From an optimization exercise on the open Yosys and OpenROAD flow, aimed at small area and a short achievable clock period; shortcuts taken in it are not production practice. Where RTL was checked, it was by simulation tests only, not by an equivalence proof against the original. Power and IR drop assume default switching activity.

==> inputs of trial 23 <==
==> flow/design.v (excerpt) <==
module MAC(
	clk,
	rst_n,
	in_valid,
	in_mode,
	in_act,
	in_wgt,
	out_act_idx,
	out_wgt_idx,
	out_idx,
	out_valid,
	out_data,
	out_finish
);
input clk, rst_n, in_valid, in_mode;
input [0:7][3:0] in_act;
input [0:8][3:0] in_wgt;
output logic [3:0] out_act_idx, out_wgt_idx, out_idx;
output logic out_valid, out_finish;
output logic [0:7][11:0] out_data;
logic cs, mode;
logic [3:0] cnt;
logic [2:0] out_cnt;
assign out_act_idx = cnt;
assign out_cnt = mode ? (cnt[2:0] - 3'd2) : cnt[2:0];
always @(posedge clk or negedge rst_n) begin
	if (!rst_n) out_wgt_idx <= 4'd1;
	else out_wgt_idx <= in_valid ? 4'd1 : cnt + 4'd2;
end
always @(posedge clk or negedge rst_n) begin
	if (!rst_n) begin
		cs <= 1'b0;
		mode <= 1'b0;
		cnt <= 4'd0;
		out_valid <= 1'b0;
		out_finish <= 1'b0;
	end else begin
		if (in_valid) cs <= 1'b1;
		else if (out_finish) cs <= 1'b0;
		if (in_valid) mode <= in_mode;
		cnt <= in_valid ? 4'd0 : cnt + 4'd1;
		out_valid <= !in_valid && cs && (mode ? (cnt >= 4'd2 && cnt <= 4'd9) : cnt[3]);
		out_finish <= out_valid && (out_cnt == 3'd7);
	end
end
always @(posedge clk) begin
	out_idx <= {~mode, out_cnt};
end
logic [0:8][3:0] wr;
always @(posedge clk) begin
	for (integer x = 0; x < 9; x = x + 1) begin
		wr[x] <= ~in_wgt[x];
	end
end
logic mode_nx;
assign mode_nx = in_valid ? in_mode : mode;
logic csel, ld_zero;
logic [0:7][3:0] act_z;
assign csel = mode | in_valid;
assign ld_zero = in_valid | cnt[3];
assign act_z = ld_zero ? 32'd0 : in_act;
wire [0:7][3:0] act_zn = ~act_z;
wire [0:7][3:0] act_n = ~in_act;
logic [0:8][3:0] a0;    
logic [0:8][3:0] a1;    
logic [0:8][3:0] a2;    
logic [0:8][3:0] a3;    
logic [0:8][3:0] a4;    
logic [0:8][3:0] a5;    
logic [0:8][3:0] a6;    
logic [0:8][3:0] a7;    
wire ld0 = csel | (cnt == 4'd0);
always @(posedge clk) begin
	if (ld0) a0[0] <= csel ? act_zn[1] : act_n[0];
	if (ld0) a0[1] <= csel ? a0[4] : act_n[1];
	if (ld0) a0[2] <= csel ? a0[5] : act_n[2];
	if (cnt == 4'd0) a0[3] <= act_n[3];
	if (ld0) a0[4] <= csel ? a0[7] : act_n[4];
	if (ld0) a0[5] <= csel ? a0[0] : act_n[5];
	if (cnt == 4'd0) a0[6] <= act_n[6];
	if (ld0) a0[7] <= csel ? act_zn[0] : act_n[7];
end
logic [3:0] ws8_0;
always @(posedge clk) ws8_0 <= mode_nx ? ~in_wgt[8] : ~in_wgt[0];
logic [3:0] wm3;
  ...
Settings: LEC_CHECK=0, CAP_MARGIN=20, CORE_MARGIN=2, CORE_UTILIZATION=40, SETUP_SLACK_MARGIN=4.5, SLEW_MARGIN=20; clock period 8.4 ns.
standard.sh (not shown) runs the stock make flow with config.mk's settings and CLKGATE_MAP_FILE= SYNTH_SCRIPT=/design/flow/synth_recipe.tcl, a recipe that flattens the netlist after the stock synthesis.
==> flow/flow/run.sh <==
#!/bin/bash
# Layout flow: the standard flow, except that synthesis skips Yosys's early
# "abc -fast" pass (SYNTH_ARGS=-noabc), so the full adders the RTL spells out
# map to full-adder cells without inverters between them. The registers keep
# the standard synthesis's instance names and cell types: the standard
# synthesis is run first for reference, and if the two differ in anything but
# the names, its netlist is used unchanged. Ports are buffered with buf_2 rather
# than the delay cell buffer_ports picks by default. Each step logs to a file here.
set -u
RES=$PWD/orfs/results/$FLOW_PLATFORM/MAC/base

bash standard.sh synth > 1_synth_standard.log 2>&1 || exit 1
cp "$RES/1_2_yosys.v" standard_netlist.v

bash standard.sh clean_synth > 1_clean.log 2>&1
if SYNTH_ARGS=-noabc bash standard.sh "$RES/1_2_yosys.v" > 1_synth_noabc.log 2>&1 &&
   python3 flow/match_regs.py standard_netlist.v "$RES/1_2_yosys.v" > 1_match_regs.log 2>&1; then
  echo "using the netlist synthesized without the early ABC pass" >> 1_match_regs.log
else
  echo "falling back to the standard netlist" >> 1_match_regs.log
  bash standard.sh clean_synth >> 1_clean.log 2>&1
  bash standard.sh synth > 1_synth_standard2.log 2>&1 || exit 1
fi

export BUFFER_PORTS_ARGS="-buffer_cell sky130_fd_sc_hd__buf_2"
bash standard.sh > 2_layout.log 2>&1
Other scripts of this flow, unchanged in this note and not shown: flow/flow/match_regs.py
==> trial 85 (differences from trial 23) <==
--- a/flow/design.v
+++ b/flow/design.v
@@ -43,130 +43,129 @@
 		out_finish <= out_valid && (out_cnt == 3'd7);
 	end
 end
 always @(posedge clk) begin
 	out_idx <= {~mode, out_cnt};
 end
-logic [0:8][3:0] wr;
-always @(posedge clk) begin
-	for (integer x = 0; x < 9; x = x + 1) begin
-		wr[x] <= ~in_wgt[x];
+logic mode_nx, pad_top, pad_bot;
+assign mode_nx = in_valid ? in_mode : mode;    
+assign pad_top = mode_nx & (cnt == 4'd1);
+assign pad_bot = mode_nx & (cnt == 4'd8);
+logic [0:7][3:0] wr;
+always @(posedge clk) begin
+	for (integer x = 0; x < 8; x = x + 1) begin
+		if ((x < 3 && pad_top) || (x >= 6 && pad_bot)) wr[x] <= 4'hf;
+		else wr[x] <= ~in_wgt[x];
 	end
 end
-logic mode_nx;
-assign mode_nx = in_valid ? in_mode : mode;
-logic csel, ld_zero;
-logic [0:7][3:0] act_z;
-assign csel = mode | in_valid;
-assign ld_zero = in_valid | cnt[3];
-assign act_z = ld_zero ? 32'd0 : in_act;
-wire [0:7][3:0] act_zn = ~act_z;
+logic csel;
+assign csel = mode;
 wire [0:7][3:0] act_n = ~in_act;
 logic [0:8][3:0] a0;    
 logic [0:8][3:0] a1;    
 logic [0:8][3:0] a2;    
 logic [0:8][3:0] a3;    
 logic [0:8][3:0] a4;    
 logic [0:8][3:0] a5;    
 logic [0:8][3:0] a6;    
 logic [0:8][3:0] a7;    
 wire ld0 = csel | (cnt == 4'd0);
 always @(posedge clk) begin
-	if (ld0) a0[0] <= csel ? act_zn[1] : act_n[0];
+	if (ld0) a0[0] <= csel ? act_n[1] : act_n[0];
 	if (ld0) a0[1] <= csel ? a0[4] : act_n[1];
 	if (ld0) a0[2] <= csel ? a0[5] : act_n[2];
 	if (cnt == 4'd0) a0[3] <= act_n[3];
 	if (ld0) a0[4] <= csel ? a0[7] : act_n[4];
 	if (ld0) a0[5] <= csel ? a0[0] : act_n[5];
 	if (cnt == 4'd0) a0[6] <= act_n[6];
-	if (ld0) a0[7] <= csel ? act_zn[0] : act_n[7];
+	if (ld0) a0[7] <= csel ? act_n[0] : act_n[7];
 end
 logic [3:0] ws8_0;
-always @(posedge clk) ws8_0 <= mode_nx ? ~in_wgt[8] : ~in_wgt[0];
+always @(posedge clk) ws8_0 <= mode_nx ? (pad_bot ? 4'hf : ~in_wgt[8]) : ~in_wgt[0];
 logic [3:0] wm3;
 always @(posedge clk) wm3 <= mode_nx ? 4'hf : ~in_wgt[3];
 logic [3:0] wm6;
 always @(posedge clk) wm6 <= mode_nx ? 4'hf : ~in_wgt[6];
 wire ld1 = csel | (cnt == 4'd1);
 always @(posedge clk) begin
 	if (ld1) a1[0] <= csel ? a1[3] : act_n[0];
 	if (ld1) a1[1] <= csel ? a1[4] : act_n[1];
 	if (ld1) a1[2] <= csel ? a1[5] : act_n[2];
 	if (ld1) a1[3] <= csel ? a1[6] : act_n[3];
 	if (ld1) a1[4] <= csel ? a1[7] : act_n[4];
 	if (ld1) a1[5] <= csel ? a2[7] : act_n[5];
-	if (ld1) a1[6] <= csel ? act_zn[0] : act_n[6];
-	if (ld1) a1[7] <= csel ? act_zn[1] : act_n[7];
+	if (ld1) a1[6] <= csel ? act_n[0] : act_n[6];
+	if (ld1) a1[7] <= csel ? act_n[1] : act_n[7];
 end
 logic [3:0] wc8;
-always @(posedge clk) wc8 <= mode_nx ? ~in_wgt[8] : 4'hf;
+always @(posedge clk) wc8 <= (mode_nx && !pad_bot) ? ~in_wgt[8] : 4'hf;
 wire ld2 = csel | (cnt == 4'd2);
 always @(posedge clk) begin
 	if (ld2) a2[0] <= csel ? a2[3] : act_n[0];
 	if (ld2) a2[1] <= csel ? a2[4] : act_n[1];
 	if (ld2) a2[2] <= csel ? a2[5] : act_n[2];
 	if (ld2) a2[3] <= csel ? a2[6] : act_n[3];
 	if (ld2) a2[4] <= csel ? a2[7] : act_n[4];
 	if (ld2) a2[5] <= csel ? a3[7] : act_n[5];
-	if (ld2) a2[6] <= csel ? act_zn[1] : act_n[6];
-	if (ld2) a2[7] <= csel ? act_zn[2] : act_n[7];
+	if (ld2) a2[6] <= csel ? act_n[1] : act_n[6];
+	if (ld2) a2[7] <= csel ? act_n[2] : act_n[7];
 end
 wire ld3 = csel | (cnt == 4'd3);
 always @(posedge clk) begin
 	if (ld3) a3[0] <= csel ? a3[3] : act_n[0];
 	if (ld3) a3[1] <= csel ? a3[4] : act_n[1];
 	if (ld3) a3[2] <= csel ? a3[5] : act_n[2];
 	if (ld3) a3[3] <= csel ? a3[6] : act_n[3];
 	if (ld3) a3[4] <= csel ? a3[7] : act_n[4];
 	if (ld3) a3[5] <= csel ? a4[7] : act_n[5];
-	if (ld3) a3[6] <= csel ? act_zn[2] : act_n[6];
-	if (ld3) a3[7] <= csel ? act_zn[3] : act_n[7];
+	if (ld3) a3[6] <= csel ? act_n[2] : act_n[6];
+	if (ld3) a3[7] <= csel ? act_n[3] : act_n[7];
 end
 wire ld4 = csel | (cnt == 4'd4);
 always @(posedge clk) begin
 	if (ld4) a4[0] <= csel ? a4[3] : act_n[0];
 	if (ld4) a4[1] <= csel ? a4[4] : act_n[1];
 	if (ld4) a4[2] <= csel ? a4[5] : act_n[2];
 	if (ld4) a4[3] <= csel ? a4[6] : act_n[3];
 	if (ld4) a4[4] <= csel ? a4[7] : act_n[4];
 	if (ld4) a4[5] <= csel ? a5[7] : act_n[5];
-	if (ld4) a4[6] <= csel ? act_zn[3] : act_n[6];
-	if (ld4) a4[7] <= csel ? act_zn[4] : act_n[7];
+	if (ld4) a4[6] <= csel ? act_n[3] : act_n[6];
+	if (ld4) a4[7] <= csel ? act_n[4] : act_n[7];
 end
 wire ld5 = csel | (cnt == 4'd5);
 always @(posedge clk) begin
 	if (ld5) a5[0] <= csel ? a5[3] : act_n[0];
 	if (ld5) a5[1] <= csel ? a5[4] : act_n[1];
 	if (ld5) a5[2] <= csel ? a5[5] : act_n[2];
 	if (ld5) a5[3] <= csel ? a5[6] : act_n[3];
 	if (ld5) a5[4] <= csel ? a5[7] : act_n[4];
 	if (ld5) a5[5] <= csel ? a6[7] : act_n[5];
-	if (ld5) a5[6] <= csel ? act_zn[4] : act_n[6];
-	if (ld5) a5[7] <= csel ? act_zn[5] : act_n[7];
+	if (ld5) a5[6] <= csel ? act_n[4] : act_n[6];
+	if (ld5) a5[7] <= csel ? act_n[5] : act_n[7];
 end
 wire ld6 = csel | (cnt == 4'd6);
 always @(posedge clk) begin
 	if (ld6) a6[0] <= csel ? a6[3] : act_n[0];
 	if (ld6) a6[1] <= csel ? a6[4] : act_n[1];
 	if (ld6) a6[2] <= csel ? a6[5] : act_n[2];
 	if (ld6) a6[3] <= csel ? a6[6] : act_n[3];
 	if (ld6) a6[4] <= csel ? a6[7] : act_n[4];
 	if (ld6) a6[5] <= csel ? a7[7] : act_n[5];
-	if (ld6) a6[6] <= csel ? act_zn[5] : act_n[6];
-	if (ld6) a6[7] <= csel ? act_zn[6] : act_n[7];
+	if (ld6) a6[6] <= csel ? act_n[5] : act_n[6];
+	if (ld6) a6[7] <= csel ? act_n[6] : act_n[7];
 end
 wire ld7 = csel | (cnt == 4'd7);
 always @(posedge clk) begin
 	if (ld7) a7[0] <= csel ? a7[3] : act_n[0];
 	if (ld7) a7[1] <= csel ? a7[4] : act_n[1];
 	if (cnt == 4'd7) a7[2] <= act_n[2];
 	if (ld7) a7[3] <= csel ? a7[6] : act_n[3];
 	if (ld7) a7[4] <= csel ? a7[7] : act_n[4];
 	if (cnt == 4'd7) a7[5] <= act_n[5];
-	if (ld7) a7[6] <= csel ? act_zn[6] : act_n[6];
-	if (ld7) a7[7] <= csel ? act_zn[7] : act_n[7];
+	if (ld7) a7[6] <= csel ? act_n[6] : act_n[6];
+	if (ld7) a7[7] <= csel ? act_n[7] : act_n[7];
 end
 logic [3:0] wm2;
 always @(posedge clk) wm2 <= mode_nx ? 4'hf : ~in_wgt[2];
 logic [3:0] wm5;
 always @(posedge clk) wm5 <= mode_nx ? 4'hf : ~in_wgt[5];
 wire q0_0_00 = (~a0[0][0]) & (~ws8_0[0]);
Settings changed: SETUP_SLACK_MARGIN 4.5 to 4.2.
==> trial 88 (differences from trial 23) <==
--- a/flow/design.v
+++ b/flow/design.v
@@ -43,130 +43,129 @@
 		out_finish <= out_valid && (out_cnt == 3'd7);
 	end
 end
 always @(posedge clk) begin
 	out_idx <= {~mode, out_cnt};
 end
-logic [0:8][3:0] wr;
-always @(posedge clk) begin
-	for (integer x = 0; x < 9; x = x + 1) begin
-		wr[x] <= ~in_wgt[x];
+logic mode_nx, pad_top, pad_bot;
+assign mode_nx = in_valid ? in_mode : mode;    
+assign pad_top = mode_nx & (cnt == 4'd1);
+assign pad_bot = mode_nx & (cnt == 4'd8);
+logic [0:7][3:0] wr;
+always @(posedge clk) begin
+	for (integer x = 0; x < 8; x = x + 1) begin
+		if ((x < 3 && pad_top) || (x >= 6 && pad_bot)) wr[x] <= 4'hf;
+		else wr[x] <= ~in_wgt[x];
 	end
 end
-logic mode_nx;
-assign mode_nx = in_valid ? in_mode : mode;
-logic csel, ld_zero;
-logic [0:7][3:0] act_z;
-assign csel = mode | in_valid;
-assign ld_zero = in_valid | cnt[3];
-assign act_z = ld_zero ? 32'd0 : in_act;
-wire [0:7][3:0] act_zn = ~act_z;
+logic csel;
+assign csel = mode;
 wire [0:7][3:0] act_n = ~in_act;
 logic [0:8][3:0] a0;    
 logic [0:8][3:0] a1;    
 logic [0:8][3:0] a2;    
 logic [0:8][3:0] a3;    
 logic [0:8][3:0] a4;    
 logic [0:8][3:0] a5;    
 logic [0:8][3:0] a6;    
 logic [0:8][3:0] a7;    
 wire ld0 = csel | (cnt == 4'd0);
 always @(posedge clk) begin
-	if (ld0) a0[0] <= csel ? act_zn[1] : act_n[0];
+	if (ld0) a0[0] <= csel ? act_n[1] : act_n[0];
 	if (ld0) a0[1] <= csel ? a0[4] : act_n[1];
 	if (ld0) a0[2] <= csel ? a0[5] : act_n[2];
 	if (cnt == 4'd0) a0[3] <= act_n[3];
 	if (ld0) a0[4] <= csel ? a0[7] : act_n[4];
 	if (ld0) a0[5] <= csel ? a0[0] : act_n[5];
 	if (cnt == 4'd0) a0[6] <= act_n[6];
-	if (ld0) a0[7] <= csel ? act_zn[0] : act_n[7];
+	if (ld0) a0[7] <= csel ? act_n[0] : act_n[7];
 end
 logic [3:0] ws8_0;
-always @(posedge clk) ws8_0 <= mode_nx ? ~in_wgt[8] : ~in_wgt[0];
+always @(posedge clk) ws8_0 <= mode_nx ? (pad_bot ? 4'hf : ~in_wgt[8]) : ~in_wgt[0];
 logic [3:0] wm3;
 always @(posedge clk) wm3 <= mode_nx ? 4'hf : ~in_wgt[3];
 logic [3:0] wm6;
 always @(posedge clk) wm6 <= mode_nx ? 4'hf : ~in_wgt[6];
 wire ld1 = csel | (cnt == 4'd1);
 always @(posedge clk) begin
 	if (ld1) a1[0] <= csel ? a1[3] : act_n[0];
 	if (ld1) a1[1] <= csel ? a1[4] : act_n[1];
 	if (ld1) a1[2] <= csel ? a1[5] : act_n[2];
 	if (ld1) a1[3] <= csel ? a1[6] : act_n[3];
 	if (ld1) a1[4] <= csel ? a1[7] : act_n[4];
 	if (ld1) a1[5] <= csel ? a2[7] : act_n[5];
-	if (ld1) a1[6] <= csel ? act_zn[0] : act_n[6];
-	if (ld1) a1[7] <= csel ? act_zn[1] : act_n[7];
+	if (ld1) a1[6] <= csel ? act_n[0] : act_n[6];
+	if (ld1) a1[7] <= csel ? act_n[1] : act_n[7];
 end
 logic [3:0] wc8;
-always @(posedge clk) wc8 <= mode_nx ? ~in_wgt[8] : 4'hf;
+always @(posedge clk) wc8 <= (mode_nx && !pad_bot) ? ~in_wgt[8] : 4'hf;
 wire ld2 = csel | (cnt == 4'd2);
 always @(posedge clk) begin
 	if (ld2) a2[0] <= csel ? a2[3] : act_n[0];
 	if (ld2) a2[1] <= csel ? a2[4] : act_n[1];
 	if (ld2) a2[2] <= csel ? a2[5] : act_n[2];
 	if (ld2) a2[3] <= csel ? a2[6] : act_n[3];
 	if (ld2) a2[4] <= csel ? a2[7] : act_n[4];
 	if (ld2) a2[5] <= csel ? a3[7] : act_n[5];
-	if (ld2) a2[6] <= csel ? act_zn[1] : act_n[6];
-	if (ld2) a2[7] <= csel ? act_zn[2] : act_n[7];
+	if (ld2) a2[6] <= csel ? act_n[1] : act_n[6];
+	if (ld2) a2[7] <= csel ? act_n[2] : act_n[7];
 end
 wire ld3 = csel | (cnt == 4'd3);
 always @(posedge clk) begin
 	if (ld3) a3[0] <= csel ? a3[3] : act_n[0];
 	if (ld3) a3[1] <= csel ? a3[4] : act_n[1];
 	if (ld3) a3[2] <= csel ? a3[5] : act_n[2];
 	if (ld3) a3[3] <= csel ? a3[6] : act_n[3];
 	if (ld3) a3[4] <= csel ? a3[7] : act_n[4];
 	if (ld3) a3[5] <= csel ? a4[7] : act_n[5];
-	if (ld3) a3[6] <= csel ? act_zn[2] : act_n[6];
-	if (ld3) a3[7] <= csel ? act_zn[3] : act_n[7];
+	if (ld3) a3[6] <= csel ? act_n[2] : act_n[6];
+	if (ld3) a3[7] <= csel ? act_n[3] : act_n[7];
 end
 wire ld4 = csel | (cnt == 4'd4);
 always @(posedge clk) begin
 	if (ld4) a4[0] <= csel ? a4[3] : act_n[0];
 	if (ld4) a4[1] <= csel ? a4[4] : act_n[1];
 	if (ld4) a4[2] <= csel ? a4[5] : act_n[2];
 	if (ld4) a4[3] <= csel ? a4[6] : act_n[3];
 	if (ld4) a4[4] <= csel ? a4[7] : act_n[4];
 	if (ld4) a4[5] <= csel ? a5[7] : act_n[5];
-	if (ld4) a4[6] <= csel ? act_zn[3] : act_n[6];
-	if (ld4) a4[7] <= csel ? act_zn[4] : act_n[7];
+	if (ld4) a4[6] <= csel ? act_n[3] : act_n[6];
+	if (ld4) a4[7] <= csel ? act_n[4] : act_n[7];
 end
 wire ld5 = csel | (cnt == 4'd5);
 always @(posedge clk) begin
 	if (ld5) a5[0] <= csel ? a5[3] : act_n[0];
 	if (ld5) a5[1] <= csel ? a5[4] : act_n[1];
 	if (ld5) a5[2] <= csel ? a5[5] : act_n[2];
 	if (ld5) a5[3] <= csel ? a5[6] : act_n[3];
 	if (ld5) a5[4] <= csel ? a5[7] : act_n[4];
 	if (ld5) a5[5] <= csel ? a6[7] : act_n[5];
-	if (ld5) a5[6] <= csel ? act_zn[4] : act_n[6];
-	if (ld5) a5[7] <= csel ? act_zn[5] : act_n[7];
+	if (ld5) a5[6] <= csel ? act_n[4] : act_n[6];
+	if (ld5) a5[7] <= csel ? act_n[5] : act_n[7];
 end
 wire ld6 = csel | (cnt == 4'd6);
 always @(posedge clk) begin
 	if (ld6) a6[0] <= csel ? a6[3] : act_n[0];
 	if (ld6) a6[1] <= csel ? a6[4] : act_n[1];
 	if (ld6) a6[2] <= csel ? a6[5] : act_n[2];
 	if (ld6) a6[3] <= csel ? a6[6] : act_n[3];
 	if (ld6) a6[4] <= csel ? a6[7] : act_n[4];
 	if (ld6) a6[5] <= csel ? a7[7] : act_n[5];
-	if (ld6) a6[6] <= csel ? act_zn[5] : act_n[6];
-	if (ld6) a6[7] <= csel ? act_zn[6] : act_n[7];
+	if (ld6) a6[6] <= csel ? act_n[5] : act_n[6];
+	if (ld6) a6[7] <= csel ? act_n[6] : act_n[7];
 end
 wire ld7 = csel | (cnt == 4'd7);
 always @(posedge clk) begin
 	if (ld7) a7[0] <= csel ? a7[3] : act_n[0];
 	if (ld7) a7[1] <= csel ? a7[4] : act_n[1];
 	if (cnt == 4'd7) a7[2] <= act_n[2];
 	if (ld7) a7[3] <= csel ? a7[6] : act_n[3];
 	if (ld7) a7[4] <= csel ? a7[7] : act_n[4];
 	if (cnt == 4'd7) a7[5] <= act_n[5];
-	if (ld7) a7[6] <= csel ? act_zn[6] : act_n[6];
-	if (ld7) a7[7] <= csel ? act_zn[7] : act_n[7];
+	if (ld7) a7[6] <= csel ? act_n[6] : act_n[6];
+	if (ld7) a7[7] <= csel ? act_n[7] : act_n[7];
 end
 logic [3:0] wm2;
 always @(posedge clk) wm2 <= mode_nx ? 4'hf : ~in_wgt[2];
 logic [3:0] wm5;
 always @(posedge clk) wm5 <= mode_nx ? 4'hf : ~in_wgt[5];
 wire q0_0_00 = (~a0[0][0]) & (~ws8_0[0]);
Settings changed: CTS_BUF_LIST set to sky130_fd_sc_hd__clkbuf_8, SETUP_SLACK_MARGIN 4.5 to 4.0.
==> notes <==
Setup slack: trial 85 > trial 23 > trial 88.
In trial 23 the via count is higher than in trial 85, by about 3.6%.
Between trial 85 and trial 88, the lower combinational power is in trial 88 (gap about 7%, measured against trial 88).
Clock power: trial 23 > trial 85 > trial 88.
Of trial 88 and trial 23, trial 88 has the higher clock skew (gap 30 ps).
In area after synthesis, trial 85 and trial 23 hardly differ.
The highest count of clock-buffer cells in the layout belongs to trial 88, the lowest to trial 23.
Trial 85 passed the timing, design-rule and antenna checks. Trial 88 went through all stages and came out clean. Trial 23 passed the timing, design-rule and antenna checks.
==> figures <==
quantity                                            trial 85     trial 23     trial 88
Avg Inst Size Synth                               11.6 sq um   11.9 sq um   11.6 sq um
Leak Pwr                                             21.8 nW      22.5 nW      21.5 nW
Outcome                     no timing/DRC/antenna violations  no timing/DRC/antenna violations  no timing/DRC/antenna violations
FF-to-FF setup slack                                 4160 ps      4160 ps      4060 ps
Initial cell density of the core                       40.3%        40.3%        40.3%
Comb group                                           11.1 mW      10.3 mW      10.4 mW
Start point of the critical path                       wr[3]       wc8[1]       wr[21]
Gate count after technology mapping                     3581         3497         3581
Register area                                    12000 sq um  12100 sq um  12000 sq um
Met1 routed wirelength after detailed routing        57.7 mm      59.8 mm      53.5 mm
Met2 demand-to-capacity share in global routing        41.6%        46.2%        40.0%
Die height                                            327 um       327 um       327 um
Maximum vdd ir drop                                 0.260 mV     0.268 mV     0.246 mV
Number of global-route vias before repair              32.1k        33.4k        31.7k
Multi-input gate share of the layout cell area         58.7%        59.1%        60.1%
Layout Area Growth over Synthesis                      19.4%        29.6%        13.5%
No functional check of the RTL was part of trial 23.

[afterwards: timing with drivers on the ports]
The flow's constraints put no driver on any port. The routed layouts listed below were extracted and timed again, unchanged, in two steps.
Step 1 (the two cells are an assumption about what drives the block):
set clk [get_ports {clk}]
set_driving_cell -lib_cell sky130_fd_sc_hd__clkbuf_16 $clk
set_driving_cell -lib_cell sky130_fd_sc_hd__buf_2 [delete_from_list [all_inputs] $clk]
Step 2, shift: input delay + t, output delay - t, t = (earliest + latest rising clock arrival at the registers) / 2. This alone moves slack from input paths to output paths.
Three values: no drivers, after step 1, after step 2; two values: the first two.
run | t (ns) | setup slack, ns | slew at the worst register clock pin (ns)
trial 23 | 0.764 | 4.161 / 4.161 / 3.869 | 0.07 / 0.07
trial 85 | 0.712 | 4.163 / 4.163 / 4.163 | 0.07 / 0.07
trial 88 | 0.778 | 4.064 / 4.064 / 4.064 | 0.07 / 0.07
After both steps every run listed still meets setup and hold. For trial 23, which loses most, drivers alone change the setup slack by 0.000 ns; drivers and shift together by -0.292 ns.
